Context: an optimization exercise on an open-source flow, tuned for a short achievable clock period and few clock cycles per item. The choices shown serve that exercise and are no tape-out recipe.
Function was checked by simulation only, so behaviour that the tests miss may differ from the original.
In runs 5 to 8 the design's own scripts or RTL, not TritonCTS, make the clock network.
The flow treats the clock pin as an ideal source. Dropping or thinning the clock tree relies on that and would not hold on a real chip.
Power figures rest on the tool's default switching activity, not on a simulated workload.

## flow/design.v

```verilog
`timescale 1ns/10ps
module  SOBEL(clk,reset,busy,ready,iaddr,idata,cdata_rd,cdata_wr,caddr_rd,caddr_wr,cwr,crd,csel	);
	input clk,reset;
	input ready;
	input [7:0] idata;
	input [7:0] cdata_rd;
	output reg busy;
	output reg [16:0] iaddr;
	output reg [7:0] cdata_wr;
	output [15:0] caddr_rd;
	output reg [15:0] caddr_wr;
	output reg cwr;
	output crd;
	output reg [1:0] csel;
	assign caddr_rd = 16'd0;
	assign crd = 1'b0;
	reg st_idle, st_pre, st_run;
	reg wact;                  
	reg [2:0] pk;              
	reg [5:0] ph;              
	reg [7:0] ry;              
	reg [7:0] rs;              
	reg [16:0] cb, cb2, nb;    
	reg [7:0] pb;              
	reg [9:0] pa;              
	reg d_pre;                 
	reg [2:0] d_pk;
	reg pl_d;                  
	reg [1:0] plk_d;
	reg [7:0] wr_r;
	reg [6:0] wr_s;
	reg [7:0] ireg;
	reg [7:0] r0, r1, r2;
	reg [7:0] p0, p1, p2, p3, p4, p5, p6, p7;
	reg [7:0] w00, w01, w02, w03, w10, w11, w12, w13, w20, w21, w22, w23;
	wire pl_now = (ry[7:2] == 6'b111111);    
	always @(posedge clk) begin
		if (reset) begin
			st_idle <= 1'b1;
			st_pre <= 1'b0;
			st_run <= 1'b0;
			busy <= 1'b0;
			wact <= 1'b0;
			cwr <= 1'b0;
			csel <= 2'b00;
		end
		else begin
			if (st_idle && ready) begin
				st_idle <= 1'b0;
				st_pre <= 1'b1;
				busy <= 1'b1;
			end
			if (st_pre && pk == 3'd7) begin
				st_pre <= 1'b0;
				st_run <= 1'b1;
			end
			if (st_run && ph[0] && ry == 8'd1 && rs == 8'd0)
				wact <= 1'b1;
			if (wact && ph[0] && wr_r == 8'd255 && wr_s == 7'd127)
				wact <= 1'b0;
			cwr <= wact;
			if (cwr && !wact) begin
				busy <= 1'b0;
				st_run <= 1'b0;
			end
			if (wact)
				csel <= (ph[1] | ph[4]) ? 2'd1 : (ph[2] | ph[5]) ? 2'd2 : 2'd3;
			else
				csel <= 2'd0;
		end
	end
	always @(posedge clk) begin
		d_pre <= st_pre;
		d_pk <= pk;
		if (!st_run) begin
			ph <= 6'b000001;
			ry <= 8'd0;
			rs <= 8'd0;
			pl_d <= 1'b0;
			pb <= 8'd0;
			cb <= 17'd516;
			if (!st_pre) begin
				pk <= 3'd0;
				iaddr <= 17'd0;
			end
			else begin
				pk <= pk + 3'd1;
				case (pk)
					3'd0: iaddr <= 17'd1;
					3'd1: iaddr <= 17'd2;
					3'd2: iaddr <= 17'd3;
					3'd3: iaddr <= 17'd258;
					3'd4: iaddr <= 17'd259;
					3'd5: iaddr <= 17'd260;
					3'd6: iaddr <= 17'd261;
					default: iaddr <= 17'd516;
				endcase
			end
		end
		else begin
			ph <= {ph[4:0], ph[5]};
			if (ph[5]) begin
				cb <= nb;
				if (ry == 8'd255) begin
					rs <= rs + 8'd1;
					pb <= pb + 8'd2;
				end
				ry <= ry + 8'd1;
			end
			case (1'b1)
				ph[0]: iaddr <= cb | 17'd1;
				ph[1]: iaddr <= cb2;
				ph[2]: iaddr <= cb2 | 17'd1;
				ph[3]: iaddr <= {7'd0, pa};
				ph[4]: iaddr <= {7'd0, pa} | 17'd1;
				default: iaddr <= nb;
			endcase
			pl_d <= ph[5] & pl_now;
			plk_d <= ry[1:0];
		end
		cb2 <= cb + 17'd2;
		nb <= (ry == 8'd255) ? {9'd0, pb} + 17'd518 : cb + 17'd258;
		pa <= {1'b0, ry[1], 8'd0} + {8'd0, ry[1], 1'b0} + {2'd0, pb} + {8'd0, ry[0], 1'b0} + 10'd2;
	end
	always @(posedge clk) begin
		ireg <= idata;
		if (ph[1] && st_run) r0 <= ireg;
		if (ph[2]) r1 <= ireg;
		if (ph[3]) r2 <= ireg;
		if (ph[4] && st_run) begin
			w20 <= r0; w21 <= r1; w22 <= r2; w23 <= ireg;
			if (ry == 8'd0) begin
				w00 <= p0; w01 <= p1; w02 <= p2; w03 <= p3;
				w10 <= p4; w11 <= p5; w12 <= p6; w13 <= p7;
			end
			else begin
				w00 <= w10; w01 <= w11; w02 <= w12; w03 <= w13;
				w10 <= w20; w11 <= w21; w12 <= w22; w13 <= w23;
			end
		end
		if (d_pre) begin
			case (d_pk)
				3'd0: p0 <= ireg;
				3'd1: p1 <= ireg;
				3'd2: p2 <= ireg;
				3'd3: p3 <= ireg;
				3'd4: p4 <= ireg;
				3'd5: p5 <= ireg;
				3'd6: p6 <= ireg;
				default: p7 <= ireg;
			endcase
		end
		if (ph[5] && st_run && pl_now) begin
			case (ry[1:0])
				2'd0: p0 <= ireg;
				2'd1: p2 <= ireg;
				2'd2: p4 <= ireg;
				default: p6 <= ireg;
			endcase
		end
		if (pl_d) begin
			case (plk_d)
				2'd0: p1 <= ireg;
				2'd1: p3 <= ireg;
				2'd2: p5 <= ireg;
				default: p7 <= ireg;
			endcase
		end
	end
	reg [9:0] sa0, sa1, sa2, sa3, t00, t01, t20, t21;
	reg [7:0] x0, y0, x1, y1;
	reg [7:0] c0, c1;
	function [7:0] clamp(input [10:0] v);    
		if (v[10]) clamp = 8'd0;
		else if (v[9] | v[8]) clamp = 8'd255;
		else clamp = v[7:0];
	endfunction
	wire [10:0] gx0 = {1'b0, sa0} - {1'b0, sa2};
	wire [10:0] gx1 = {1'b0, sa1} - {1'b0, sa3};
	wire [10:0] gy0 = {1'b0, t00} - {1'b0, t20};
	wire [10:0] gy1 = {1'b0, t01} - {1'b0, t21};
	wire [8:0] cs0 = {1'b0, x0} + {1'b0, y0} + 9'd1;
	wire [8:0] cs1 = {1'b0, x1} + {1'b0, y1} + 9'd1;
	always @(posedge clk) begin
		sa0 <= {2'd0, w00} + {1'b0, w10, 1'b0} + {2'd0, w20};
		sa1 <= {2'd0, w01} + {1'b0, w11, 1'b0} + {2'd0, w21};
		sa2 <= {2'd0, w02} + {1'b0, w12, 1'b0} + {2'd0, w22};
		sa3 <= {2'd0, w03} + {1'b0, w13, 1'b0} + {2'd0, w23};
		t00 <= {2'd0, w00} + {1'b0, w01, 1'b0} + {2'd0, w02};
		t01 <= {2'd0, w01} + {1'b0, w02, 1'b0} + {2'd0, w03};
		t20 <= {2'd0, w20} + {1'b0, w21, 1'b0} + {2'd0, w22};
		t21 <= {2'd0, w21} + {1'b0, w22, 1'b0} + {2'd0, w23};
		x0 <= clamp(gx0);
		x1 <= clamp(gx1);
		y0 <= clamp(gy0);
		y1 <= clamp(gy1);
		c0 <= cs0[8:1];
		c1 <= cs1[8:1];
	end
	always @(posedge clk) begin
		if (!wact) begin
			wr_r <= 8'd0;
			wr_s <= 7'd0;
		end
		else begin
			case (1'b1)
				ph[1]: cdata_wr <= x0;
				ph[2]: cdata_wr <= y0;
				ph[3]: cdata_wr <= c0;
				ph[4]: cdata_wr <= x1;
				ph[5]: cdata_wr <= y1;
				default: cdata_wr <= c1;
			endcase
			if (ph[1]) caddr_wr <= {wr_r, wr_s, 1'b0};
			if (ph[4]) caddr_wr[0] <= 1'b1;
			if (ph[0]) {wr_s, wr_r} <= {wr_s, wr_r} + 15'd1;
		end
	end
endmodule
```

## flow/run.sh

```bash
#!/bin/bash
# synth_recipe.tcl (not shown) runs the flow's synth.tcl, then flattens the netlist and writes it again
# the make line also repeats each setting of config.mk as NAME=value (left out here)
make -C /OpenROAD-flow-scripts/flow DESIGN_CONFIG=/design/flow/config.mk WORK_HOME=/design/flow/orfs CLKGATE_MAP_FILE= SYNTH_SCRIPT=/design/flow/synth_recipe.tcl finish
```

## flow/config.mk

```make
export PLATFORM = sky130hd
export DESIGN_NAME = SOBEL
export DESIGN_NICKNAME = SOBEL
export VERILOG_FILES = /design/flow/design.v
export SDC_FILE = /design/flow/constraint.sdc
export NUM_CORES = 4
export LEC_CHECK = 0
export CAP_MARGIN = 20
export CORE_MARGIN = 2
export CORE_UTILIZATION = 40
export SLEW_MARGIN = 20
```

## flow/constraint.sdc

```tcl
create_clock -name core_clock -period 9.6 [get_ports {clk}]
set_input_delay 1.9200 -clock core_clock [delete_from_list [all_inputs] [get_ports {clk}]]
set_output_delay 1.9200 -clock core_clock [all_outputs]
set_load 0.01 [all_outputs]
```

==> notes.md, run 1 <==
# DRC 0; Root Driver clkbuf_16; number of synthesized flops with an enable pin 149; Crit Path Category flip-flop to output port; final cell utilization of the core 0.458; Pleak 9.84 nW; Die Height 240 µm; Worst Setup Slack, final 6210 ps; startpoint types flip-flop; worst-skew pair later-pin latency 600 ps; Final Slew Violations 0; Ant. Diodes 0; DR WL/cell 16.9 µm; GRT Util Overall 0.166; routability congestion estimate 0.878; asr flop ratio synth 0; Nets 2237; largest net degree at the start of global routing 66; crit path time final 3390 ps; slew margin rel. 0.299; critical path peak fanout 2; filler cell count 5032; top_reg_cell synth dfxtp_1; type of the most critical hold path flip-flop to flip-flop; WP data arrival 1470 ps; TritonCTS buffer count 50; port buffer count 55; CP startpoint cwr; worst slew pin tran 1050 ps; register-to-register setup slack 6750 ps; Post-CTS Setup Bufs 0; synth top area cells dfxtp_1, edfxtp_1, ha_1, fa_1, mux2_2; cells along the critical path clkdlybuf4s50_1; layout cells sized above 1 0.117; grt ovf 0; synth unique cells 71; cell taking the most area after synthesis dfxtp_1; number of nets with antenna violations after routing 0; FF-to-FF path depth 10; power per standard cell area 171 mW/mm²; end of the critical path cwr; synth warn 1; CTS tree built; drt total wl 47300 µm; endpoints failing setup 0; Levels on crit path 1; Vias 13973; Synth Instances 1937; Max Root-Sink Buffers 3; final setup TNS 0 ps; io pins 81; CP endpoint kind output port; hpwl dp 34200 µm; Seq/Total Area, Yosys 0.501; Tcrit/Tclk final 0.353; cell family with most CP delay buffers and inverters; CTS resizes 0; CP required 7680 ps; run status complete, no violations; row count 86; r2r startpoint sa0[0]; post-synth top area share 0.300; CP max stage delay 540 ps; Crit-path slowest cell clkdlybuf4s50_1; CP Buf/Inv Count 1; Max Cap Violations 0; syn avg cell area 11.5 µm²; clock transition at the registers of the reported paths 60 ps; CTS H-tree lvls 2; Fin. Hold Viols 0; Core ar. 0.0551 mm²; Via-to-Cell Ratio 5.00; Num Clock Sinks 483; antenna violations before repair 0; die width 240 µm; multi-input gate area in the final layout 0.0104 mm²; drt pass-1 iters 4; Setup WS pre-CTS 6130 ps; Post-CTS Hold Fix Bufs 0; Iter 0 DRT Violations 777; synthesis-to-layout area growth 13.4%; first-pass GRT wire length 75400 µm; number of global-route vias before repair 13898; Sequential Area 0.0112 mm²; f_max 295 MHz; Synth Register Bits 483; RSZ-0062 raised after global routing false; Die ar. 0.0576 mm²; Fin Clk Skew 29.6 ps; R2R Path End x0[6]; Worst VDD drop 0.114 mV; initial core utilization 0.404; Post-Syn Area 0.0223 mm²
-- kinds of logic after synthesis --
group,share of synthesized area
AND/OR/NAND/NOR,0.0868
AO/OA/AOI/OAI,0.0968
multiplexers,0.0840
other,0.000168
flip-flops,0.501
buffers and inverters,0.0353
adder cells (fa/ha/maj),0.143
XOR/XNOR,0.0523
-- cells in the mapped netlist (8+ instances only) --
cell      number
mux2_2       122
ha_1         143
fa_1          70
edfxtp_1     149
clkbuf_1      32
nor2_1       153
dfxtp_1      334
inv_1        110
o211ai_1       8
buf_4         17
or3_1         18
xor2_1        50
mux2i_1       39
and3_1        11
nand2_1       86
and2_1        13
o21ai_0       80
nor2b_1       19
nand3_1       24
nor3_1        23
o21bai_1      10
a21oi_1      148
o21a_1        15
o41ai_1        8
o22ai_1       10
a21o_1        25
nand4_1       19
a311oi_1       9
nand2b_1      17
xnor2_1       83
-- worst reg2reg max path, stage by stage (launching register included) --
cell	delay, ps
dfxtp_1	290
inv_1	50
ha_1	170
inv_1	60
fa_1	420
a211oi_1	400
o211ai_1	230
nand3_1	170
nand2b_1	70
a21oi_1	610
a21oi_1	220
-- cell usage in the layout (no fill, tap or decap), types with 12 or more instances in the layout --
cell type and instances:
dfxtp_1 333, nor2_1 153, edfxtp_1 149, a21oi_1 148, ha_1 143, mux2_2 122, inv_1 110, nand2_1 86
xnor2_1 83, o21ai_0 80, fa_1 70, clkdlybuf4s50_1 55, xor2_1 50, clkbuf_16 50, mux2i_1 39, a21o_1 25
nand3_1 24, nor3_1 23, nor2b_1 19, nand4_1 19, or3_1 18, nand2b_1 17, conb_1 17, o21a_1 15
and2_1 12, clkbuf_1 12
-- registers in the layout (all words and copies together) (netlist names), 10 cells and up --
| register | count |
|---|---|
| cb2 | 17 |
| cb | 17 |
| iaddr | 17 |
| nb | 17 |
| caddr_wr | 16 |
| sa0 | 10 |
| sa1 | 10 |
| sa2 | 10 |
| sa3 | 10 |
| t00 | 10 |
| t01 | 10 |
| t20 | 10 |
| t21 | 10 |
-- layout make-up --
class,instances,area share
well taps,748,0.0371
inverters,112,0.0167
repair buffers,66,0.0251
multi-input cells,1292,0.411
clock inverters,26,0.0139
flip-flops and latches,483,0.442
clock buffers,67,0.0541
-- worst min-delay path by stage --
stage,end,start,cells past startpoint
floorplan,cb2[0],cb[0],0
global placement,cb2[0],cb[0],0
detailed placement,cb2[0],cb[0],0
CTS,cb2[0],cb[0],0
global route,cb2[0],cb[0],0
finish,cb2[0],cb[0],0
-- stage by stage --
stage	power [mW]	std cells	hold slack [ps]	instance area [µm²]
detailed placement	2.33	2701	354	23500
global placement	2.32	2701	353	23500
CTS	4.36	2794	360	25200
floorplan	2.31	1953	343	22300
finish	4.30	2794	362	25200
global route	4.45	2794	374	25200
-- layer usage --
| metal | GRT usage | part of all wire | vias to the layer above |
|---|---|---|---|
| met4 | 0.0486 | 0.025 | 0 |
| met1 | 0.226 | 0.48 | 6749 |
| met5 | 0 | 0 | - |
| met3 | 0.0257 | 0.035 | 75 |
| li1 | - | - | 6903 |
| met2 | 0.274 | 0.46 | 246 |
-- power by group --
| part | internal [mW] | total [mW] | switching [mW] |
|---|---|---|---|
| sequential | 2.16 | 2.19 | 0.0302 |
| clock | 1.22 | 2.02 | 0.800 |
| combinational | 0.0711 | 0.103 | 0.0319 |
| total | 3.44 | 4.30 | 0.862 |
Testbench counts, summed over its fixed seeds: cycles 786,504, pixels 262,144.
==> run 2, diff against run 1 <==
--- a/flow/config.mk
+++ b/flow/config.mk
@@ -8,4 +8,6 @@
 export CAP_MARGIN = 20
 export CORE_MARGIN = 2
 export CORE_UTILIZATION = 40
+export SETUP_SLACK_MARGIN = 5
 export SLEW_MARGIN = 20
+export TNS_END_PERCENT = 100
==> notes.md, run 2 <==
GRT Util Overall 0.166 (unchanged); cells along the critical path clkdlybuf4s50_1; Seq/Total Area, Yosys 0.501 (unchanged); Post-Syn Area 0.0223 mm² (unchanged); Root Driver clkbuf_16; commonest non-fill, non-tap cells in the layout dfxtp_1, nor2_1, edfxtp_1, a21oi_1, ha_1; Iter 0 DRT Violations 777 (unchanged); critical path peak fanout 2 (unchanged); number of nets with antenna violations after routing 0 (unchanged); startpoint types flip-flop; CP max stage delay 540 ps (about the same); Nets 2237 (unchanged); final setup TNS 0 ps (unchanged); row count 86 (unchanged); Vias 13973 (unchanged); Met3 Routed Length 1640 µm (unchanged); Synth Instances 1937 (unchanged); f_max 295 MHz (unchanged); grt ovf 0 (unchanged); synth warn 1 (unchanged); Core ar. 0.0551 mm² (unchanged); Tcrit/Tclk final 0.353 (unchanged); worst-skew pair later-pin latency 600 ps (about the same); number of global-route vias before repair 13898 (unchanged); Synth Register Bits 483 (unchanged); WP data arrival 1470 ps (about the same); RSZ-0062 raised after global routing false; power per standard cell area 171 mW/mm² (unchanged); worst slew pin tran 1050 ps (unchanged); Max Root-Sink Buffers 3 (unchanged); final cell utilization of the core 0.458 (unchanged); io pins 81 (unchanged); CTS tree built; Post-CTS Setup Bufs 0 (unchanged); Num Clock Sinks 483 (unchanged); type of the most critical hold path flip-flop to flip-flop; M1 WL 22500 µm (unchanged); clock transition at the registers of the reported paths 60 ps (about the same); Pleak 9.84 nW (unchanged); Sequential Area 0.0112 mm² (unchanged); port buffer count 55 (unchanged); asr flop ratio synth 0 (unchanged); Die Height 240 µm (unchanged); run status complete, no violations; Fin. Hold Viols 0 (unchanged); syn avg cell area 11.5 µm² (unchanged); first-pass GRT wire length 75400 µm (unchanged); DR top layer met4; slew margin rel. 0.299 (unchanged); filler cell count 5032 (unchanged); endpoints failing setup 0 (unchanged); list of most frequent post-synthesis cells dfxtp_1, nor2_1, edfxtp_1; Via-to-Cell Ratio 5.00 (unchanged); Post-CTS Hold Fix Bufs 0 (unchanged); TritonCTS buffer count 50 (unchanged); number of synthesized flops with an enable pin 149 (unchanged); post-synth top area share 0.300 (unchanged); Crit Path Category flip-flop to output port; CP Buf/Inv Count 1 (unchanged); DR WL/cell 16.9 µm (unchanged); CP required 7680 ps (about the same); Die ar. 0.0576 mm² (unchanged); Crit-path slowest cell clkdlybuf4s50_1; top_reg_cell synth dfxtp_1; most common cell after layout, fill and taps aside dfxtp_1; Max Cap Violations 0 (unchanged); layout cells sized above 1 0.117 (unchanged); Final Slew Violations 0 (unchanged); count leader, synth dfxtp_1; synth unique cells 71 (unchanged); DR WL met2 22000 µm (unchanged); # DRC 0 (unchanged); Fin Clk Skew 29.6 ps (unchanged); synth top area cells dfxtp_1, edfxtp_1, ha_1, fa_1, mux2_2; drt pass-1 iters 4 (unchanged); final instance area 0.0252 mm² (unchanged); Ant. Diodes 0 (unchanged); hpwl dp 34200 µm (unchanged); routability congestion estimate 0.878 (unchanged); crit path time final 3390 ps (unchanged); synthesis-to-layout area growth 13.4% (unchanged); initial core utilization 0.404 (unchanged); CTS H-tree lvls 2 (unchanged); Cell Area, Placed 0.0235 mm² (unchanged); antenna violations before repair 0 (unchanged); CTS resizes 0 (unchanged); CP endpoint kind output port; die width 240 µm (unchanged); drt total wl 47300 µm (unchanged); cell family with most CP delay buffers and inverters; Worst VDD drop 0.114 mV (unchanged); multi-input gate area in the final layout 0.0104 mm² (unchanged); largest net degree at the start of global routing 66 (unchanged); cell taking the most area after synthesis dfxtp_1
-- run 2: cell counts after synthesis --
No cell type changed its count.
-- run 2: layout make-up --
type                            count  area share
Sequential cell                   483       0.442
Multi-Input combinational cell   1292       0.411
Clock buffer                       67      0.0541
Tap cell                          748      0.0371
Timing Repair Buffer               66      0.0251
Inverter                          112      0.0167
Clock inverter                     26      0.0139
-- run 2: path summary, 6_finish.rpt --
check	from	endpoint	slack [ps]	cells past startpoint
setup / recovery	cwr	cwr	6210	1
setup reg to reg	sa0[0]	x0[6]	6750	10
hold / removal	cb[0]	cb2[0]	360	0
hold reg to reg	cb[0]	cb2[0]	360	0
-- run 2: where the power goes --
group          switching [mW]  internal [mW]
clock network           0.800           1.22
logic                  0.0319         0.0711
registers              0.0302           2.16
-- run 2: metal layers --
layer  vias up  GRT usage
li1       6903          -
met5         -          0
met3        75     0.0257
met1      6749      0.226
met4         0     0.0486
met2       246      0.274
-- run 2: through the flow --
stage / power [mW] / setup slack [ps] / hold slack (ps) / cells
2_1_floorplan: 2.31 / 6040 / 343 / 1953
3_3_place_gp: 2.32 / 6100 / 353 / 2701
3_5_place_dp: 2.33 / 6130 / 354 / 2701
4_1_cts: 4.36 / 6160 / 360 / 2794
5_1_grt: 4.45 / 6150 / 374 / 2794
6_report: 4.30 / 6210 / 362 / 2794
-- run 2: cells by family (layout without fill, tap and decap cells) --
group	after synthesis	count (layout)	share of synthesized area
xor gates and xnor gates	133	133	0.0523
buffers and inverters	178	271	0.0353
and+or+nand+nor	406	406	0.0868
adders and majority gates	213	213	0.143
other	1	17	0.000168
AOI/OAI and AO/OA	355	355	0.0968
DFF	483	483	0.501
muxes	168	168	0.0840
-- run 2: worst reg2reg max path, stage by stage, from the launching register on --
cell and delay (ps):
dfxtp_1 290, inv_1 50, ha_1 170, inv_1 60, fa_1 420, a211oi_1 400, o211ai_1 230, nand3_1 170
nand2b_1 70, a21oi_1 610, a21oi_1 220
==> run 3, diff against run 2 <==
--- a/flow/design.v
+++ b/flow/design.v
@@ -45,10 +45,10 @@
 			csel <= 2'b00;
 		end
 		else begin
+			busy <= (st_idle & ready) | st_pre | (st_run & ~(cwr & ~wact));
 			if (st_idle && ready) begin
 				st_idle <= 1'b0;
 				st_pre <= 1'b1;
-				busy <= 1'b1;
 			end
 			if (st_pre && pk == 3'd7) begin
 				st_pre <= 1'b0;
@@ -59,10 +59,8 @@
 			if (wact && ph[0] && wr_r == 8'd255 && wr_s == 7'd127)
 				wact <= 1'b0;
 			cwr <= wact;
-			if (cwr && !wact) begin
-				busy <= 1'b0;
+			if (cwr && !wact)
 				st_run <= 1'b0;
-			end
 			if (wact)
 				csel <= (ph[1] | ph[4]) ? 2'd1 : (ph[2] | ph[5]) ? 2'd2 : 2'd3;
 			else
@@ -202,18 +200,16 @@
 			wr_r <= 8'd0;
 			wr_s <= 7'd0;
 		end
-		else begin
-			case (1'b1)
-				ph[1]: cdata_wr <= x0;
-				ph[2]: cdata_wr <= y0;
-				ph[3]: cdata_wr <= c0;
-				ph[4]: cdata_wr <= x1;
-				ph[5]: cdata_wr <= y1;
-				default: cdata_wr <= c1;
-			endcase
-			if (ph[1]) caddr_wr <= {wr_r, wr_s, 1'b0};
-			if (ph[4]) caddr_wr[0] <= 1'b1;
-			if (ph[0]) {wr_s, wr_r} <= {wr_s, wr_r} + 15'd1;
-		end
+		else if (ph[0])
+			{wr_s, wr_r} <= {wr_s, wr_r} + 15'd1;
+		case (1'b1)
+			ph[1]: cdata_wr <= x0;
+			ph[2]: cdata_wr <= y0;
+			ph[3]: cdata_wr <= c0;
+			ph[4]: cdata_wr <= x1;
+			ph[5]: cdata_wr <= y1;
+			default: cdata_wr <= c1;
+		endcase
+		caddr_wr <= {wr_r, wr_s, ph[4] | ph[5] | ph[0]};
 	end
 endmodule
--- a/flow/config.mk
+++ b/flow/config.mk
@@ -8,6 +8,4 @@
 export CAP_MARGIN = 20
 export CORE_MARGIN = 2
 export CORE_UTILIZATION = 40
-export SETUP_SLACK_MARGIN = 5
 export SLEW_MARGIN = 20
-export TNS_END_PERCENT = 100
==> notes.md, run 3 <==
run status complete, no violations; worst slew pin tran 1090 ps (+41.6 ps); Worst VDD drop 0.118 mV (+4.1%); Core ar. 0.0550 mm² (-0.20%); final setup TNS 0 ps (unchanged); count leader, synth dfxtp_1; Fin Clk Skew 14.1 ps (-15.5 ps); die width 240 µm (about the same); io pins 81 (unchanged); initial core utilization 0.404 (about the same); number of nets with antenna violations after routing 0 (unchanged); Post-CTS Hold Fix Bufs 0 (unchanged); slew margin rel. 0.268 (-0.0307); largest family of logic cells by synthesized area adder cells; synth warn 1 (unchanged); largest net degree at the start of global routing 55 (-17%); Max Cap Violations 0 (unchanged); Internal 3.40 mW (-1.2%); cell family with most CP delay buffers and inverters; endpoints failing setup 0 (unchanged); Synth Register Bits 483 (unchanged); grt ovf 0 (unchanged); asr flop ratio synth 0 (unchanged); cells along the critical path clkdlybuf4s50_1; port buffer count 55 (unchanged); Psw 0.872 mW (+1.1%); Pleak 9.89 nW (+0.52%); Root Driver clkbuf_16; Fin. Hold Viols 0 (unchanged); Flop pwr share 0.509 (about the same); drt total wl 46600 µm (-1.5%); Vias 13802 (-1.2%); CP required 7680 ps (about the same); xor/xnor share of the synthesized area 0.0524 (+0.0000854); hpwl dp 33500 µm (-1.9%); synthesis-to-layout area growth 13.4% (about the same); Seq/Total Area, Yosys 0.491 (-0.00999); power share of the clock group 0.464 (-0.004); Max Root-Sink Buffers 3 (unchanged); Final Slew Violations 0 (unchanged); part of the power in combinational logic 0.028 (+0.004); Num Clock Sinks 483 (unchanged); simple-gate share of the synthesized area 0.0873 (+0.000536); type of the most critical hold path flip-flop to flip-flop; synth top area cells dfxtp_1, edfxtp_1, ha_1, fa_1, mux2_4; cell taking the most area after synthesis dfxtp_1; Synth Area in Adders 0.144 (+0.000234); synth unique cells 71 (unchanged); Synth Instances 1923 (-0.72%); critical path peak fanout 2 (unchanged); Sw Ratio 0.204 (+0.00373); most common cell after layout, fill and taps aside dfxtp_1; row count 86 (unchanged); # DRC 0 (unchanged); post-synth top area share 0.322 (+0.0221); Nets 2223 (-0.63%); power per standard cell area 169 mW/mm² (-0.61%); RSZ-0062 raised after global routing false; Layout Cells excl Fill 2783 (-0.39%); Power, Total 4.27 mW (-0.74%); Crit Path Category flip-flop to output port; CTS resizes 0 (unchanged); CP endpoint kind output port; Die ar. 0.0575 mm² (-0.16%); DR WL/cell 16.7 µm (-1.1%); placed insts 2686 (-0.56%); layout cells sized above 1 0.119 (+0.00266); CP max stage delay 540 ps (about the same); f_max 297 MHz (+0.63%); clock transition at the registers of the reported paths 60 ps (about the same); crit path time final 3370 ps (-21.2 ps); top_reg_cell synth dfxtp_1; Via-to-Cell Ratio 4.96 (-0.83%); Post-Syn Area 0.0222 mm² (-0.16%); mux contribution to synthesized area 0.0925 (+0.00858); startpoint types flip-flop; Post-CTS Setup Bufs 0 (unchanged); TritonCTS buffer count 51 (+2.0%); antenna violations before repair 0 (unchanged); Crit-path slowest cell clkdlybuf4s50_1; CP Buf/Inv Count 1 (unchanged); Die Height 240 µm (about the same); GRT Util Overall 0.165 (-0.00138); WP data arrival 1450 ps (-20 ps); Iter 0 DRT Violations 893 (+15%); Tcrit/Tclk final 0.351 (-0.00221); syn avg cell area 11.6 µm² (+0.56%); first-pass GRT wire length 74200 µm (-1.7%); drt pass-1 iters 5 (+1); list of most frequent post-synthesis cells dfxtp_1, ha_1, nor2_1; number of synthesized flops with an enable pin 125 (-16%); routability congestion estimate 0.865 (-1.5%); worst-skew pair later-pin latency 590 ps (about the same); CTS tree built; commonest non-fill, non-tap cells in the layout dfxtp_1, ha_1, nor2_1, a21oi_1, edfxtp_1; post-synthesis compound-gate area fraction 0.0985 (+0.00168); CTS H-tree lvls 2 (unchanged); number of global-route vias before repair 13558 (-2.4%)
==> run 3: logic make-up (layout without fill, tap and decap cells) <==
kind of cell / after synthesis / count (layout)
multiplexers: 167 / 167
AND/OR/NAND/NOR: 401 / 401
other: 1 / 18
flip-flops: 483 / 483
XOR/XNOR: 133 / 133
adder cells (fa/ha/maj): 213 / 213
AO/OA/AOI/OAI: 355 / 355
buffers and inverters: 170 / 265
==> run 3: power groups by stage <==
stage,sequential [mW],combinational (mW),clock (mW)
detailed placement,2.22,0.119,0
global route,2.18,0.128,2.12
floorplan,2.21,0.106,0
CTS,2.17,0.120,2.04
global placement,2.21,0.114,0
finish,2.17,0.119,1.98
==> run 3: metal layers <==
layer	global-route usage	vias up	share of wire
met1	0.224	6615	0.47
met3	0.0267	76	0.036
met4	0.0530	0	0.027
li1	-	6862	-
met2	0.269	249	0.47
met5	0	-	0
==> run 3: metrics by stage <==
stage	utilization	setup WS (ps)	cell area [µm²]	hold WS, ps
finish	0.458	6230	25200	377
floorplan	-	6180	22300	343
global route	0.458	6170	25200	384
CTS	0.458	6180	25200	377
global placement	0.427	5860	23500	355
detailed placement	0.427	5850	23500	369
==> run 3: cell type report <==
cell class	count	area, µm²
fillers	4981	29800
flip-flops and latches	483	10900
multi-input cells	1286	10600
clock buffers	80	1600
well taps	748	936
repair buffers	65	626
inverters	104	390
clock inverters	16	124
diodes	1	2.50
==> run 3: worst paths after layout <==
check / start / endpoint / slack, ps / cells after the start
worst max-delay path: cwr / cwr / 6230 / 1
worst min-delay path: cb[0] / cb2[0] / 380 / 0
worst max register to register: sa1[0] / x1[6] / 6740 / 10
worst min register to register: cb[0] / cb2[0] / 380 / 0
Testbench counts of run 3, summed over its fixed seeds: cycles 786,504, pixels 262,144.
==> run 4, diff against run 3 <==
==> flow/flow/run.sh (new file) <==
#!/bin/bash
# Standard synthesis and layout steps, with three changes to how the layout is
# made: repair_timing aims for a larger setup margin, ports get fast buffers,
# and the clock tree is a hand-built two-level tree (flow/manual_cts.tcl).
set -euo pipefail
W=$PWD
bash standard.sh synth > synth.log 2>&1
bash standard.sh SETUP_SLACK_MARGIN=${MARGIN:-7.2} \
  "BUFFER_PORTS_ARGS=-buffer_cell sky130_fd_sc_hd__buf_4" \
  PRE_CTS_TCL=$W/flow/cts_hook.tcl finish > layout.log 2>&1
==> flow/flow/cts_hook.tcl (new file) <==
# PRE_CTS hook: build the clock tree by hand (manual_cts.tcl) and make the
# standard CTS command that follows a no-op.
source [file join [file dirname [info script]] manual_cts.tcl]
manual_clock_tree
rename clock_tree_synthesis orig_clock_tree_synthesis
proc clock_tree_synthesis {args} {
  puts "clock tree already built by manual_cts.tcl; skipping clock_tree_synthesis $args"
}
==> flow/flow/manual_cts.tcl (new file) <==
# Two-level clock tree built by hand: the clock port drives a few root
# buffers, each root buffer drives leaf buffers, and each leaf buffer drives a
# compact cluster of flip-flops. Clusters come from recursive median bisection
# of the flip-flop locations, so every flip-flop sees the same two buffers.
set mct_leaf_max [expr {[info exists ::env(MCT_LEAF_MAX)] ? $::env(MCT_LEAF_MAX) : 24}]
set mct_roots [expr {[info exists ::env(MCT_ROOTS)] ? $::env(MCT_ROOTS) : 4}]
set mct_leaf_cell [expr {[info exists ::env(MCT_LEAF_CELL)] ? $::env(MCT_LEAF_CELL) : "sky130_fd_sc_hd__clkbuf_16"}]
set mct_root_cell [expr {[info exists ::env(MCT_ROOT_CELL)] ? $::env(MCT_ROOT_CELL) : "sky130_fd_sc_hd__clkbuf_16"}]

proc mct_xy {it} {
  set inst [$it getInst]
  set b [$inst getBBox]
  return [list [expr {([$b xMin] + [$b xMax]) / 2}] [expr {([$b yMin] + [$b yMax]) / 2}]]
}

# split items (each {x y obj}) into groups of at most max items
proc mct_split {items max} {
  if {[llength $items] <= $max} { return [list $items] }
  set xs [lmap i $items {lindex $i 0}]
  set ys [lmap i $items {lindex $i 1}]
  set dx [expr {[tcl::mathfunc::max {*}$xs] - [tcl::mathfunc::min {*}$xs]}]
  set dy [expr {[tcl::mathfunc::max {*}$ys] - [tcl::mathfunc::min {*}$ys]}]
  set k [expr {$dx >= $dy ? 0 : 1}]
  set sorted [lsort -integer -index $k $items]
  # number of groups this set needs, split so both halves fill evenly
  set n [llength $sorted]
  set g [expr {($n + $max - 1) / $max}]
  set left [expr {($g / 2) * $n / $g}]
  return [concat [mct_split [lrange $sorted 0 [expr {$left - 1}]] $max] \
                 [mct_split [lrange $sorted $left end] $max]]
}

proc mct_centroid {items} {
  set sx 0; set sy 0
  foreach i $items { set sx [expr {$sx + [lindex $i 0]}]; set sy [expr {$sy + [lindex $i 1]}] }
  set n [llength $items]
  return [list [expr {$sx / $n}] [expr {$sy / $n}]]
}

proc mct_buffer {block master name x y innet outnet} {
  set inst [odb::dbInst_create $block $master $name]
  set w [[$inst getMaster] getWidth]
  set h [[$inst getMaster] getHeight]
  $inst setLocation [expr {$x - $w / 2}] [expr {$y - $h / 2}]
  $inst setPlacementStatus PLACED
  [$inst findITerm A] connect $innet
  [$inst findITerm X] connect $outnet
  return $inst
}

proc manual_clock_tree {} {
  global mct_leaf_max mct_roots mct_leaf_cell mct_root_cell
  set db [ord::get_db]
  set block [ord::get_db_block]
  set clknet [$block findNet clk]
  set leafm [$db findMaster $mct_leaf_cell]
  set rootm [$db findMaster $mct_root_cell]
  set sinks {}
  foreach it [$clknet getITerms] {
    lappend sinks [concat [mct_xy $it] [list $it]]
  }
  puts "manual clock tree: [llength $sinks] sinks"
  set groups [mct_split $sinks $mct_leaf_max]
  # leaf nets and buffer positions
  set leaves {}
  set i 0
  foreach g $groups {
    set net [odb::dbNet_create $block "clknet_leaf_$i"]
    $net setSigType CLOCK
    foreach s $g {
      set it [lindex $s 2]
      $it disconnect
      $it connect $net
    }
    lappend leaves [concat [mct_centroid $g] [list $net $i]]
    incr i
  }
  set per [expr {([llength $leaves] + $mct_roots - 1) / $mct_roots}]
  set rgroups [mct_split $leaves $per]
  set r 0
  foreach rg $rgroups {
    set rnet [odb::dbNet_create $block "clknet_root_$r"]
    $rnet setSigType CLOCK
    lassign [mct_centroid $rg] rx ry
    mct_buffer $block $rootm "clkbuf_root_$r" $rx $ry $clknet $rnet
    foreach l $rg {
      lassign $l lx ly lnet li
      mct_buffer $block $leafm "clkbuf_leaf_$li" $lx $ly $rnet $lnet
    }
    puts "manual clock tree: root $r drives [llength $rg] leaf buffers"
    incr r
  }
  $clknet setSigType CLOCK
  global_connect
  puts "manual clock tree: [llength $leaves] leaf buffers, $r root buffers"
}
==> flow/standard.sh (new file) <==
#!/bin/bash
# synth_recipe.tcl (not shown) runs the flow's synth.tcl, then flattens the netlist and writes it again
# the make line also repeats each setting of config.mk as NAME=value (left out here)
make -C /OpenROAD-flow-scripts/flow DESIGN_CONFIG=/design/flow/config.mk WORK_HOME=/design/flow/orfs CLKGATE_MAP_FILE= SYNTH_SCRIPT=/design/flow/synth_recipe.tcl "${@:-finish}"
removed: flow/run.sh
==> notes.md, run 4 <==
Post-Syn Area 0.0222 mm² (unchanged); hpwl dp 33800 µm (+0.64%); count leader, synth dfxtp_1; Synth Register Bits 483 (unchanged); initial core utilization 0.404 (unchanged); asr flop ratio synth 0 (unchanged); Synth Area in Adders 0.144 (unchanged); port buffer count 55 (unchanged); simple-gate share of the synthesized area 0.0873 (unchanged); top_reg_cell synth dfxtp_1; synth warn 1 (unchanged); post-synthesis compound-gate area fraction 0.0985 (unchanged); last flow stage reached 4_1_cts; largest family of logic cells by synthesized area adder cells; Die Height 240 µm (unchanged); synth top area cells dfxtp_1, edfxtp_1, ha_1, fa_1, mux2_4; mux contribution to synthesized area 0.0925 (unchanged); cell taking the most area after synthesis dfxtp_1; list of most frequent post-synthesis cells dfxtp_1, ha_1, nor2_1; io pins 81 (unchanged); number of synthesized flops with an enable pin 125 (unchanged); routability congestion estimate 0.884 (+2.2%); xor/xnor share of the synthesized area 0.0524 (unchanged); placed insts 2686 (unchanged); Err Error: cts.tcl, 6 can't read "mct_leaf_cell": no such variable; syn avg cell area 11.6 µm² (unchanged); row count 86 (unchanged); post-synth top area share 0.322 (unchanged); Seq/Total Area, Yosys 0.491 (unchanged); Synth Instances 1923 (unchanged); run status aborted with a tool error; synth unique cells 71 (unchanged); die width 240 µm (unchanged)
==> run 4: cell counts after synthesis <==
Identical to the previous run, type by type.
==> run 4: worst min path at each step <==
stage | from | to | cells past startpoint
2_1_floorplan | cb[0] | cb2[0] | 0
3_3_place_gp | cb[0] | cb2[0] | 0
3_5_place_dp | cb[0] | cb2[0] | 0
==> run 4: cells by family after synthesis <==
| group | Yosys count |
|---|---|
| flops | 483 |
| simple gates | 401 |
| compound gates | 355 |
| fa+ha+maj | 213 |
| buf+inv | 170 |
| mux | 167 |
| xor+xnor | 133 |
| other cells | 1 |
==> run 4: power groups by stage <==
stage	clock [mW]	combinational, mW	sequential, mW
detailed placement	0	0.118	2.22
global placement	0	0.113	2.21
floorplan	0	0.106	2.21
==> run 4: stage by stage <==
step	hold slack, ps	area (µm²)	setup WS, ps
after detailed placement	362	23400	6410
after global placement	350	23400	6390
after floorplan	343	22300	6910
==> run 5, diff against run 4 <==
--- a/flow/flow/manual_cts.tcl
+++ b/flow/flow/manual_cts.tcl
@@ -2,10 +2,10 @@
 # buffers, each root buffer drives leaf buffers, and each leaf buffer drives a
 # compact cluster of flip-flops. Clusters come from recursive median bisection
 # of the flip-flop locations, so every flip-flop sees the same two buffers.
-set mct_leaf_max [expr {[info exists ::env(MCT_LEAF_MAX)] ? $::env(MCT_LEAF_MAX) : 24}]
-set mct_roots [expr {[info exists ::env(MCT_ROOTS)] ? $::env(MCT_ROOTS) : 4}]
-set mct_leaf_cell [expr {[info exists ::env(MCT_LEAF_CELL)] ? $::env(MCT_LEAF_CELL) : "sky130_fd_sc_hd__clkbuf_16"}]
-set mct_root_cell [expr {[info exists ::env(MCT_ROOT_CELL)] ? $::env(MCT_ROOT_CELL) : "sky130_fd_sc_hd__clkbuf_16"}]
+set ::mct_leaf_max [expr {[info exists ::env(MCT_LEAF_MAX)] ? $::env(MCT_LEAF_MAX) : 24}]
+set ::mct_roots [expr {[info exists ::env(MCT_ROOTS)] ? $::env(MCT_ROOTS) : 4}]
+set ::mct_leaf_cell [expr {[info exists ::env(MCT_LEAF_CELL)] ? $::env(MCT_LEAF_CELL) : "sky130_fd_sc_hd__clkbuf_16"}]
+set ::mct_root_cell [expr {[info exists ::env(MCT_ROOT_CELL)] ? $::env(MCT_ROOT_CELL) : "sky130_fd_sc_hd__clkbuf_16"}]
 
 proc mct_xy {it} {
   set inst [$it getInst]
==> notes.md, run 5 <==
synth unique cells 71 (unchanged); Via-to-Cell Ratio 5.00; row count 86 (unchanged); synth warn 1 (unchanged); most common cell after layout, fill and taps aside dfxtp_1; grt ovf 0; filler cell count 4923; slew margin rel. 0.280; number of nets with antenna violations after routing 0; Crit-path slowest cell dfxtp_2; Nets 2275; top_reg_cell synth dfxtp_1; CP Buf/Inv Count 1; placed insts 2686 (unchanged); startpoint types flip-flop; Worst VDD drop 0.0827 mV; drt total wl 47700 µm; Max Cap Violations 0; CP endpoint kind output port; Core ar. 0.0550 mm²; Sequential Area 0.0110 mm²; Post-Syn Area 0.0222 mm² (unchanged); Layout Cells excl Fill 2790; Crit Path Category flip-flop to output port; io pins 81 (unchanged); Min Hold Slack 371 ps; Fin. Hold Viols 0; crit path time final 2710 ps; endpoints failing setup 0; Final Slew Violations 0; Fin Clk Skew 18.9 ps; clock transition at the registers of the reported paths 90 ps; Synth Instances 1923 (unchanged); Post-CTS Hold Fix Bufs 0; cell taking the most area after synthesis dfxtp_1; RSZ-0062 raised after global routing true; number of synthesized flops with an enable pin 125 (unchanged); drt pass-1 iters 5; DR WL/cell 17.1 µm; final cell utilization of the core 0.466; f_max 369 MHz; GRT Util Overall 0.163; power per standard cell area 131 mW/mm²; type of the most critical hold path flip-flop to flip-flop; die width 240 µm (unchanged); Synth Register Bits 483 (unchanged); WP data arrival 790 ps; first-pass GRT wire length 75000 µm; critical path peak fanout 1; final setup TNS 0 ps; worst-skew pair later-pin latency 350 ps; asr flop ratio synth 0 (unchanged); Power, Total 3.36 mW; Iter 0 DRT Violations 749; synth top area cells dfxtp_1, edfxtp_1, ha_1, fa_1, mux2_4; count leader, synth dfxtp_1; Die ar. 0.0575 mm²; antenna violations before repair 3; post-synth top area share 0.322 (unchanged); cell family with most CP delay flip-flops; worst slew pin tran 1070 ps; Pleak 10.0 nW; initial core utilization 0.404 (unchanged); Die Height 240 µm (unchanged); # DRC 0; cells along the critical path buf_6; routability congestion estimate 0.884 (unchanged); largest net degree at the start of global routing 55; multi-input gate area in the final layout 0.0113 mm²; run status complete, no violations; commonest non-fill, non-tap cells in the layout dfxtp_1, nor2_1, ha_1, edfxtp_1, inv_1; CP max stage delay 340 ps; CP required 7680 ps; Seq/Total Area, Yosys 0.491 (unchanged); synthesis-to-layout area growth 15.2%; layout cells sized above 1 0.241; port buffer count 55 (unchanged); syn avg cell area 11.6 µm² (unchanged); hpwl dp 33800 µm (unchanged); Tcrit/Tclk final 0.282; Vias 13941; number of global-route vias before repair 13748; list of most frequent post-synthesis cells dfxtp_1, ha_1, nor2_1
-- run 5: cell counts after synthesis --
No cell type changed its count.
-- run 5: layout make-up --
| cell class | count | share of cell area |
|---|---|---|
| timing repair buffer | 142 | 0.0526 |
| sequential | 483 | 0.429 |
| antenna | 1 | 0.0000977 |
| buffer | 25 | 0.0244 |
| tap | 748 | 0.0366 |
| multi-input combinational | 1287 | 0.442 |
| inverter | 104 | 0.0152 |
-- run 5: power by group --
group,leakage [nW],internal (mW),total [mW],switching (mW)
Sequential,4.11,2.14,2.17,0.0312
Combinational,5.60,0.0890,0.121,0.0316
Clock,0.308,0.470,1.07,0.600
Total,10.0,2.70,3.36,0.662
-- run 5: kinds of logic after synthesis --
group                    count (synthesis)  synth area share
flip-flops                             483             0.491
AND/OR/NAND/NOR                        401            0.0873
AO/OA/AOI/OAI                          355            0.0985
adder cells (fa/ha/maj)                213             0.144
buffers and inverters                  170            0.0342
multiplexers                           167            0.0925
XOR/XNOR                               133            0.0524
other                                    1          0.000169
-- run 5: what timing repair did --
item	4_1_cts	5_1_grt
cloned	1	0
endpoints found under the setup margin	126	214
buffers inserted	34	42
pin swaps	52	98
resized for setup	107	182
-- run 5: stage by stage --
stage | setup WS, ps | cell area (µm²)
floorplan | 6910 | 22300
global placement | 6390 | 23400
detailed placement | 6410 | 23400
CTS | 6590 | 24700
global route | 6860 | 25600
finish | 6890 | 25600
-- run 5: worst paths after layout --
check / startpoint / endpoint / slack (ps) / depth (start not counted)
min: cb[0] / cb2[0] / 370 / 0
max reg2reg: w22[2] / t20[8] / 6970 / 9
min reg2reg: cb[0] / cb2[0] / 370 / 0
max: cdata_wr[1] / cdata_wr[1] / 6890 / 1
-- run 5: worst reg2reg max path: stages (launching register included) --
cell and delay [ps]:
edfxtp_1 510, buf_6 170, fa_1 470, ha_1 300, a21o_1 190, a21oi_2 200
nor2b_1 80, o21a_1 200, o41ai_2 270, xnor2_1 160
-- run 5: per-layer routing --
layer  vias up  track usage  routed length, µm
met3        65       0.0138               1370
met5         -            0                 12
met2       196        0.279              22800
met1      6757        0.223              22400
li1       6921            -                  -
met4         2       0.0356               1150
==> run 6, diff against run 5 <==
--- a/flow/design.v
+++ b/flow/design.v
@@ -16,6 +16,7 @@
 	assign crd = 1'b0;
 	reg st_idle, st_pre, st_run;
 	reg wact;                  
+	reg wstart, wstop;         
 	reg [2:0] pk;              
 	reg [5:0] ph;              
 	reg [7:0] ry;              
@@ -54,18 +55,19 @@
 				st_pre <= 1'b0;
 				st_run <= 1'b1;
 			end
-			if (st_run && ph[0] && ry == 8'd1 && rs == 8'd0)
-				wact <= 1'b1;
-			if (wact && ph[0] && wr_r == 8'd255 && wr_s == 7'd127)
-				wact <= 1'b0;
+			wact <= (wstart & st_run) | (wact & ~wstop);
 			cwr <= wact;
 			if (cwr && !wact)
 				st_run <= 1'b0;
 			if (wact)
-				csel <= (ph[1] | ph[4]) ? 2'd1 : (ph[2] | ph[5]) ? 2'd2 : 2'd3;
+				csel <= (ph[2] | ph[5]) ? 2'd1 : (ph[3] | ph[0]) ? 2'd2 : 2'd3;
 			else
 				csel <= 2'd0;
 		end
+	end
+	always @(posedge clk) begin
+		wstart <= st_run & ph[0] & (ry == 8'd1) & (rs == 8'd0);
+		wstop <= ph[0] & (wr_r == 8'd255) & (wr_s == 7'd127);
 	end
 	always @(posedge clk) begin
 		d_pre <= st_pre;
@@ -165,6 +167,7 @@
 			endcase
 		end
 	end
+	reg [8:0] ua0, ua1, ua2, ua3, u00, u01, u20, u21;
 	reg [9:0] sa0, sa1, sa2, sa3, t00, t01, t20, t21;
 	reg [7:0] x0, y0, x1, y1;
 	reg [7:0] c0, c1;
@@ -180,14 +183,22 @@
 	wire [8:0] cs0 = {1'b0, x0} + {1'b0, y0} + 9'd1;
 	wire [8:0] cs1 = {1'b0, x1} + {1'b0, y1} + 9'd1;
 	always @(posedge clk) begin
-		sa0 <= {2'd0, w00} + {1'b0, w10, 1'b0} + {2'd0, w20};
-		sa1 <= {2'd0, w01} + {1'b0, w11, 1'b0} + {2'd0, w21};
-		sa2 <= {2'd0, w02} + {1'b0, w12, 1'b0} + {2'd0, w22};
-		sa3 <= {2'd0, w03} + {1'b0, w13, 1'b0} + {2'd0, w23};
-		t00 <= {2'd0, w00} + {1'b0, w01, 1'b0} + {2'd0, w02};
-		t01 <= {2'd0, w01} + {1'b0, w02, 1'b0} + {2'd0, w03};
-		t20 <= {2'd0, w20} + {1'b0, w21, 1'b0} + {2'd0, w22};
-		t21 <= {2'd0, w21} + {1'b0, w22, 1'b0} + {2'd0, w23};
+		ua0 <= {1'b0, w00} + {1'b0, w20};
+		ua1 <= {1'b0, w01} + {1'b0, w21};
+		ua2 <= {1'b0, w02} + {1'b0, w22};
+		ua3 <= {1'b0, w03} + {1'b0, w23};
+		u00 <= {1'b0, w00} + {1'b0, w02};
+		u01 <= {1'b0, w01} + {1'b0, w03};
+		u20 <= {1'b0, w20} + {1'b0, w22};
+		u21 <= {1'b0, w21} + {1'b0, w23};
+		sa0 <= {1'b0, ua0} + {1'b0, w10, 1'b0};
+		sa1 <= {1'b0, ua1} + {1'b0, w11, 1'b0};
+		sa2 <= {1'b0, ua2} + {1'b0, w12, 1'b0};
+		sa3 <= {1'b0, ua3} + {1'b0, w13, 1'b0};
+		t00 <= {1'b0, u00} + {1'b0, w01, 1'b0};
+		t01 <= {1'b0, u01} + {1'b0, w02, 1'b0};
+		t20 <= {1'b0, u20} + {1'b0, w21, 1'b0};
+		t21 <= {1'b0, u21} + {1'b0, w22, 1'b0};
 		x0 <= clamp(gx0);
 		x1 <= clamp(gx1);
 		y0 <= clamp(gy0);
@@ -200,16 +211,16 @@
 			wr_r <= 8'd0;
 			wr_s <= 7'd0;
 		end
-		else if (ph[0])
+		else if (ph[1])
 			{wr_s, wr_r} <= {wr_s, wr_r} + 15'd1;
 		case (1'b1)
-			ph[1]: cdata_wr <= x0;
-			ph[2]: cdata_wr <= y0;
-			ph[3]: cdata_wr <= c0;
-			ph[4]: cdata_wr <= x1;
-			ph[5]: cdata_wr <= y1;
+			ph[2]: cdata_wr <= x0;
+			ph[3]: cdata_wr <= y0;
+			ph[4]: cdata_wr <= c0;
+			ph[5]: cdata_wr <= x1;
+			ph[0]: cdata_wr <= y1;
 			default: cdata_wr <= c1;
 		endcase
-		caddr_wr <= {wr_r, wr_s, ph[4] | ph[5] | ph[0]};
+		caddr_wr <= {wr_r, wr_s, ph[5] | ph[0] | ph[1]};
 	end
 endmodule
--- a/flow/flow/run.sh
+++ b/flow/flow/run.sh
@@ -4,6 +4,8 @@
 # and the clock tree is a hand-built two-level tree (flow/manual_cts.tcl).
 set -euo pipefail
 W=$PWD
+# hand-built clock tree: leaf buffers of up to 12 flip-flops
+export MCT_LEAF_MAX=12 MCT_LEAF_CELL=sky130_fd_sc_hd__buf_6 MCT_ROOT_CELL=sky130_fd_sc_hd__buf_16
 bash standard.sh synth > synth.log 2>&1
 bash standard.sh SETUP_SLACK_MARGIN=${MARGIN:-7.2} \
   "BUFFER_PORTS_ARGS=-buffer_cell sky130_fd_sc_hd__buf_4" \
==> notes.md, run 6 <==
run status complete, no violations; final setup TNS 0 ps (unchanged); power per standard cell area 140 mW/mm² (+6.7%); Vias 15428 (+11%); number of synthesized flops with an enable pin 125 (unchanged); CP Buf/Inv Count 1 (unchanged); layout cells sized above 1 0.174 (-0.0666); WP data arrival 760 ps (-30 ps); Fin. Hold Viols 0 (unchanged); Crit-path slowest cell dfxtp_2; Nets 2495 (+9.7%); Worst VDD drop 0.114 mV (+38%); io pins 81 (unchanged); drt total wl 52100 µm (+9.1%); Post-Syn Area 0.0244 mm² (+9.9%); Ant. Diodes 0 (-1); asr flop ratio synth 0 (unchanged); commonest non-fill, non-tap cells in the layout dfxtp_1, ha_1, nor2_1, a21oi_1, mux2_2; port buffer count 55 (unchanged); top_reg_cell synth dfxtp_1; die width 251 µm (+4.7%); f_max 373 MHz (+1.0%); type of the most critical hold path flip-flop to flip-flop; Die Height 251 µm (+4.7%); Die ar. 0.0631 mm² (+9.7%); cells along the critical path buf_6; Synth Register Bits 557 (+15%); Final Slew Violations 0 (unchanged); number of nets with antenna violations after routing 0 (unchanged); Pleak 10.8 nW (+8.3%); CP max stage delay 330 ps (about the same); number of global-route vias before repair 15129 (+10%); final cell utilization of the core 0.447 (-0.0189); Power, Total 3.78 mW (+12%); Max Cap Violations 0 (unchanged); synth top area cells dfxtp_1, edfxtp_1, ha_1, mux2_2, xnor2_1; hpwl dp 38400 µm (+14%); Layout Cells excl Fill 3035 (+8.8%); Synth Instances 2170 (+13%); drt pass-1 iters 5 (unchanged); Via-to-Cell Ratio 5.08 (+1.7%); post-synth top area share 0.354 (+0.0317); startpoint types flip-flop; Tcrit/Tclk final 0.279 (-0.00281); antenna violations before repair 0 (-3); cell family with most CP delay flip-flops; Fin Clk Skew 22.3 ps (+3.42 ps); most common cell after layout, fill and taps aside dfxtp_1; worst slew pin tran 1060 ps (-10.7 ps); largest net degree at the start of global routing 66 (+20%); count leader, synth dfxtp_1; Seq/Total Area, Yosys 0.508 (+0.0165); synth unique cells 73 (+2.8%); synthesis-to-layout area growth 10.4%; DR WL/cell 17.2 µm (+0.33%); cell taking the most area after synthesis dfxtp_1; RSZ-0062 raised after global routing true; syn avg cell area 11.3 µm² (-2.6%); critical path peak fanout 2 (+1); # DRC 0 (unchanged); filler cell count 5558 (+13%); GRT Util Overall 0.159 (-0.00355); endpoints failing setup 0 (unchanged); CP endpoint kind output port; worst-skew pair later-pin latency 320 ps (-30 ps); crit path time final 2680 ps (-27.0 ps); routability congestion estimate 0.825 (-6.7%); row count 90 (+4.7%); initial core utilization 0.405 (about the same); first-pass GRT wire length 81700 µm (+8.9%); list of most frequent post-synthesis cells dfxtp_1, ha_1, nor2_1; grt ovf 0 (unchanged); Core ar. 0.0604 mm² (+9.8%); placed insts 2967 (+10%); Crit Path Category flip-flop to output port; synth warn 1 (unchanged); Iter 0 DRT Violations 833 (+11%); slew margin rel. 0.287 (+0.00718); CP required 7680 ps (about the same); clock transition at the registers of the reported paths 90 ps (about the same)
run 6: cell types whose count changed in the layout (fill, tap and decap cells not counted), sizes merged, moves of 9 or more:
cell	change
xor2	+9
dfxtp	+74
xnor2	+40
nor2	+26
o21bai	+11
nand2	+17
ha	+56
fa	-48
a21oi	+26
a21o	+15
clkbuf	-26
o22ai	+10
run 6: layer usage:
metal	GRT usage	vias to the layer above	share of wire
met1	0.216	7354	0.48
met4	0.0243	0	0.017
met5	0	-	0
met3	0.0143	64	0.032
met2	0.280	233	0.47
li1	-	7777	-
run 6: stage by stage:
| step | worst slack, ps | area (µm²) | hold slack, ps |
|---|---|---|---|
| floorplan | 7270 | 24500 | 310 |
| global placement | 7080 | 25600 | 311 |
| detailed placement | 7080 | 25600 | 313 |
| CTS | 7160 | 26400 | 313 |
| global route | 6880 | 27000 | 336 |
| finish | 6920 | 27000 | 329 |
run 6: final timing paths:
| path | startpoint | end | cells past startpoint | slack, ps |
|---|---|---|---|---|
| setup / recovery | cwr | cwr | 1 | 6920 |
| hold / removal | u01[0] | t01[0] | 0 | 330 |
| hold reg to reg | u01[0] | t01[0] | 0 | 330 |
| setup reg to reg | sa1[0] | x1[5] | 10 | 7190 |
run 6: cell families (layout without fill, tap and decap cells):
| kind of cell | count (synthesis) | in the layout | synth area share |
|---|---|---|---|
| xor gates and xnor gates | 182 | 182 | 0.0653 |
| other | 1 | 17 | 0.000154 |
| AOI/OAI and AO/OA | 432 | 432 | 0.116 |
| buffers and inverters | 162 | 229 | 0.0290 |
| adders and majority gates | 221 | 221 | 0.120 |
| DFF | 557 | 557 | 0.508 |
| and+or+nand+nor | 446 | 446 | 0.0864 |
| muxes | 169 | 169 | 0.0759 |
run 6: layout make-up:
| class | instances | area (µm²) | share of cell area |
|---|---|---|---|
| Multi-Input combinational cell | 1467 | 11700 | 0.433 |
| Sequential cell | 557 | 12500 | 0.462 |
| Tap cell | 782 | 978 | 0.0363 |
| Inverter | 96 | 360 | 0.0134 |
| Timing Repair Buffer | 82 | 841 | 0.0312 |
| Buffer | 51 | 639 | 0.0237 |
run 6: report_power, final:
part / internal (mW) / switching, mW
combinational: 0.0687 / 0.0326
sequential: 2.45 / 0.0314
clock: 0.470 / 0.725
total: 2.99 / 0.789
run 6: what timing repair did:
action / in CTS / in global routing
hold buffers: 0 / 0
setup endpoints to repair: 40 / 153
gates resized for setup: 21 / 133
pin swaps: 7 / 43
buffers inserted: 4 / 13
Testbench counts of run 6, summed over its fixed seeds: cycles 786,508, pixels 262,144.
==> run 7, diff against run 6 <==
--- a/flow/config.mk
+++ b/flow/config.mk
@@ -7,5 +7,6 @@
 export LEC_CHECK = 0
 export CAP_MARGIN = 20
 export CORE_MARGIN = 2
-export CORE_UTILIZATION = 40
+export CORE_UTILIZATION = 65
+export PLACE_DENSITY = 0.75
 export SLEW_MARGIN = 20
==> notes.md, run 7 <==
register-to-register setup slack 7240 ps (+50 ps); Sw Ratio 0.205 (-0.00361); Setup WS pre-CTS 7040 ps (-38.9 ps); startpoint types flip-flop; WP data arrival 750 ps (about the same); Post-Syn Area 0.0244 mm² (unchanged); initial core utilization 0.655 (+0.250); Synth Register Bits 557 (unchanged); drt total wl 49000 µm (-5.9%); slew margin rel. 0.365 (+0.0779); Crit-path slowest cell dfxtp_2; power per standard cell area 142 mW/mm² (+1.4%); R2R Path End y1[4]; GRT Util Overall 0.247 (+0.0880); Max Cap Violations 0 (unchanged); top_reg_cell synth dfxtp_1; DR WL/cell 18.0 µm (+4.7%); worst slew pin tran 946 ps (-116 ps); count leader, synth dfxtp_1; Ant. Diodes 0 (unchanged); io pins 81 (unchanged); port buffer count 55 (unchanged); Worst Setup Slack, final 6930 ps (+7.86 ps); Iter 0 DRT Violations 722 (-13%); Worst VDD drop 0.140 mV (+23%); Synth Instances 2170 (unchanged); power share of the clock group 0.313 (-0.003); CP Buf/Inv Count 1 (unchanged); f_max 374 MHz (+0.29%); Internal 2.99 mW (about the same); Final Slew Violations 0 (unchanged); Power, Total 3.76 mW (-0.46%); Hold Crit Depth 0 (unchanged); post-synth top area share 0.354 (unchanged); clock transition at the registers of the reported paths 90 ps (about the same); commonest non-fill, non-tap cells in the layout dfxtp_1, ha_1, nor2_1, a21oi_1, mux2_2; Hold Path Origin u21[0]; run status complete, no violations; Pleak 10.8 nW (-0.44%); Flop pwr share 0.660 (+0.003); part of the power in combinational logic 0.027 (about the same); number of synthesized flops with an enable pin 125 (unchanged); number of global-route vias before repair 15197 (+0.45%); most common cell after layout, fill and taps aside dfxtp_1; CP required 7680 ps (about the same); cell family with most CP delay flip-flops; Die Height 198 µm (-21%); Post-CTS Hold Fix Bufs 0 (unchanged); final setup TNS 0 ps (unchanged); grt ovf 0 (unchanged); # DRC 0 (unchanged); row count 71 (-21%); Vias 15566 (+0.89%); worst-skew pair later-pin latency 320 ps (about the same); Fin. Hold Viols 0 (unchanged); synthesis-to-layout area growth 8.35%; filler cell count 2738 (-51%); Core ar. 0.0373 mm² (-38%); syn avg cell area 11.3 µm² (unchanged); multi-input gate area in the final layout 0.0116 mm² (-0.71%); Sequential Area 0.0125 mm² (about the same); type of the most critical hold path flip-flop to flip-flop; synth unique cells 73 (unchanged); cells along the critical path buf_6; drt pass-1 iters 6 (+1); routability congestion estimate 0.878 (+6.4%); antenna violations before repair 0 (unchanged); Psw 0.771 mW (-2.2%); largest net degree at the start of global routing 80 (+21%); Seq/Total Area, Yosys 0.508 (unchanged); synth top area cells dfxtp_1, edfxtp_1, ha_1, mux2_2, xnor2_1; r2r startpoint t01[0]; list of most frequent post-synthesis cells dfxtp_1, ha_1, nor2_1; WHS Endpoint t21[0]; cell taking the most area after synthesis dfxtp_1; number of nets with antenna violations after routing 0 (unchanged); FF-to-FF path depth 11 (+1); hpwl dp 35500 µm (-7.5%); CP max stage delay 320 ps (about the same); Min Hold Slack 316 ps (-13.2 ps); asr flop ratio synth 0 (unchanged); Tcrit/Tclk final 0.279 (-0.000819); Via-to-Cell Ratio 5.71 (+12%); critical path peak fanout 1 (-1); synth warn 1 (unchanged); die width 198 µm (-21%); Die ar. 0.0391 mm² (-38%); layout cells sized above 1 0.168 (-0.00658); Fin Clk Skew 28.5 ps (+6.11 ps); Crit Path Category flip-flop to output port; crit path time final 2670 ps (-7.86 ps); endpoints failing setup 0 (unchanged); Nets 2494 (-0.040%); RSZ-0062 raised after global routing true; CP endpoint kind output port; first-pass GRT wire length 77800 µm (-4.7%)
## run 7: routing by layer
metal	part of all wire	GRT usage	vias to the layer above
li1	-	-	7784
met4	0.030	0.0707	0
met1	0.46	0.333	7420
met2	0.48	0.428	282
met5	0	0	-
met3	0.030	0.0208	80
## run 7: how the worst max path moves through the flow
stage,startpoint,endpoint,depth (start not counted)
after floorplan,ready,st_pre,3
after global placement,ready,busy,4
after detailed placement,sa1[0],x1[6],10
after CTS,ready,busy,4
after global routing,iaddr[5],iaddr[5],1
final,iaddr[11],iaddr[11],1
## run 7: area by class of cell
type,count,area share
Tap cell,474,0.0224
Timing Repair Buffer,81,0.0304
Multi-Input combinational cell,1467,0.439
Buffer,51,0.0242
Sequential cell,557,0.471
Inverter,96,0.0136
## run 7: worst reg2reg max path: cells and delay by family (launching register included)
kind / cells / cell delay [ps]
AO/OA/AOI/OAI: 6 / 1160
adder cells (fa/ha/maj): 2 / 490
flip-flops: 1 / 320
buffers and inverters: 3 / 240
## run 7: stage by stage
stage	cell area, µm²	cells	utilization
2_1_floorplan	24500	2186	-
3_3_place_gp	25200	2659	0.676
3_5_place_dp	25200	2659	0.676
4_1_cts	26000	2713	0.696
5_1_grt	26500	2726	0.709
6_report	26500	2726	0.709
## run 7: kinds of logic (layout without fill, tap and decap cells)
logic type,Yosys count,after routing,share of synthesized area
other cells,1,17,0.000154
simple gates,446,446,0.0864
compound gates,432,432,0.116
flops,557,557,0.508
xor+xnor,182,182,0.0653
buf+inv,162,228,0.0290
mux,169,169,0.0759
fa+ha+maj,221,221,0.120
## run 7: power groups by stage
stage,sequential [mW],combinational [mW],clock (mW)
finish,2.48,0.101,1.18
global route,2.49,0.111,1.29
CTS,2.53,0.101,0.909
detailed placement,2.53,0.100,0
global placement,2.53,0.0937,0
floorplan,2.52,0.0872,0
## run 7: what timing repair did
action,4_1_cts,5_1_grt
pin swaps,11,34
buffers inserted,3,13
setup endpoints to repair,30,145
resized for setup,20,117
cloned,0,0
==> run 8, diff against run 7 <==
==> flow/flow/run.sh (replaced) <==
#!/bin/bash
# Standard synthesis and layout steps, with three changes to how the layout is
# made: repair_timing aims for a larger setup margin, ports get fast buffers,
# and the clock tree is a hand-built two-level tree (flow/manual_cts.tcl).
set -euo pipefail
W=$PWD
# hand-built clock tree: leaf buffers of up to 16 flip-flops
export MCT_LEAF_MAX=16 MCT_LEAF_CELL=sky130_fd_sc_hd__buf_8 MCT_ROOT_CELL=sky130_fd_sc_hd__buf_16
bash standard.sh synth > synth.log 2>&1
bash standard.sh SETUP_SLACK_MARGIN=${MARGIN:-7.2} \
  "BUFFER_PORTS_ARGS=-buffer_cell sky130_fd_sc_hd__buf_4" \
  PRE_CTS_TCL=$W/flow/cts_hook.tcl finish > layout.log 2>&1
==> notes.md, run 8 <==
run status complete, no violations; Via-to-Cell Ratio 5.70 (-0.25%); # DRC 0 (unchanged); Hold Crit Depth 0 (unchanged); Sw Ratio 0.205 (about the same); endpoints failing setup 0 (unchanged); Pleak 10.8 nW (+0.16%); Psw 0.776 mW (+0.57%); final instance area 0.0265 mm² (+0.29%); Crit Path Category flip-flop to output port; cell family with most CP delay flip-flops; Die ar. 0.0391 mm² (unchanged); filler cell count 2722 (-0.58%); drt total wl 49200 µm (+0.30%); Crit-path slowest cell dfxtp_2; part of the power in combinational logic 0.027 (about the same); asr flop ratio synth 0 (unchanged); Met3 Routed Length 1610 µm (+9.3%); M1 WL 22700 µm (+0.98%); worst slew pin tran 932 ps (-14.0 ps); Seq/Total Area, Yosys 0.508 (unchanged); syn avg cell area 11.3 µm² (unchanged); f_max 371 MHz (-0.67%); Vias 15487 (-0.51%); initial core utilization 0.655 (unchanged); CP required 7680 ps (about the same); Post-Syn Area 0.0244 mm² (unchanged); Iter 0 DRT Violations 768 (+6.4%); Worst VDD drop 0.124 mV (-11%); drt pass-1 iters 5 (-1); GRT Util Overall 0.247 (about the same); DR WL/cell 18.1 µm (+0.56%); crit path time final 2690 ps (+18.1 ps); CP Buf/Inv Count 1 (unchanged); RSZ-0062 raised after global routing true; Max Cap Violations 0 (unchanged); WP data arrival 770 ps (+20 ps); list of most frequent post-synthesis cells dfxtp_1, ha_1, nor2_1; Fin Clk Skew 33.9 ps (+5.45 ps); largest net degree at the start of global routing 80 (unchanged); Core ar. 0.0373 mm² (unchanged); slew margin rel. 0.374 (+0.00943); synth warn 1 (unchanged); post-synth top area share 0.354 (unchanged); grt ovf 0 (unchanged); final setup TNS 0 ps (unchanged); routability congestion estimate 0.878 (unchanged); Synth Register Bits 557 (unchanged); io pins 81 (unchanged); Die Height 198 µm (unchanged); Flop pwr share 0.655 (-0.005); startpoint types flip-flop; cells along the critical path buf_6; antenna violations before repair 0 (unchanged); CP endpoint kind output port; number of synthesized flops with an enable pin 125 (unchanged); Final Slew Violations 0 (unchanged); Cell Area, Placed 0.0252 mm² (unchanged); port buffer count 55 (unchanged); DR WL met2 23800 µm (+1.0%); number of global-route vias before repair 15037 (-1.1%); critical path peak fanout 1 (unchanged); Levels on crit path 1 (unchanged); synth top area cells dfxtp_1, edfxtp_1, ha_1, mux2_2, xnor2_1; Nets 2487 (-0.28%); layout cells sized above 1 0.167 (-0.00126); Fin. Hold Viols 0 (unchanged); clock transition at the registers of the reported paths 90 ps (about the same); most common cell after layout, fill and taps aside dfxtp_1; row count 71 (unchanged); synthesis-to-layout area growth 8.66%
==> run 8: cell counts after synthesis <==
No cell type changed its count.
==> run 8: routing by layer <==
layer / global-route usage / vias to the layer above
li1: - / 7769
met1: 0.336 / 7382
met2: 0.434 / 272
met3: 0.0204 / 64
met4: 0.0518 / 0
met5: 0 / -
==> run 8: final cells by class <==
cell class                 count  share of cell area
inverter                      96              0.0136
buffer                        39              0.0240
timing repair buffer          86              0.0328
tap                          474              0.0223
sequential                   557               0.470
multi-input combinational   1467               0.438
==> run 8: kinds of logic after synthesis <==
group,after synthesis,synth area share
XOR/XNOR,182,0.0653
other,1,0.000154
flip-flops,557,0.508
multiplexers,169,0.0759
buffers and inverters,162,0.0290
adder cells (fa/ha/maj),221,0.120
AO/OA/AOI/OAI,432,0.116
AND/OR/NAND/NOR,446,0.0864
==> run 8: power by group through the flow <==
stage	clock network, mW	logic (mW)	registers [mW]
detailed placement	0	0.100	2.53
floorplan	0	0.0872	2.52
CTS	0.936	0.102	2.53
global placement	0	0.0937	2.53
finish	1.20	0.102	2.48
global route	1.31	0.112	2.48
==> run 8: timing repair <==
action | 4_1_cts | 5_1_grt
cloned | 0 | 0
setup endpoints to repair | 32 | 81
pin swaps | 11 | 34
gates resized for setup | 21 | 119
setup buffers | 3 | 17
==> run 8: final timing paths <==
kind | start | slack (ps) | endpoint
hold reg to reg | u21[0] | 330 | t21[0]
setup reg to reg | sa1[0] | 7240 | x1[5]
setup / recovery | iaddr[16] | 6910 | iaddr[16]
hold / removal | u21[0] | 330 | t21[0]
==> run 8: through the flow <==
stage / setup WS, ps / total power [mW] / std cells / utilization
final: 6910 / 3.78 / 2719 / 0.711
after global placement: 7080 / 2.62 / 2659 / 0.676
after global routing: 6870 / 3.91 / 2719 / 0.711
after floorplan: 7270 / 2.61 / 2186 / -
after detailed placement: 7040 / 2.63 / 2659 / 0.676
after CTS: 7140 / 3.57 / 2701 / 0.696

Check on run 8: ideal ports give 6.907 ns setup slack; a clkbuf_16 on the clock port and buf_2 on the inputs give 6.774 ns; moving port delays by the midpoint clock arrival (0.437 ns) as well gives 7.106 ns.
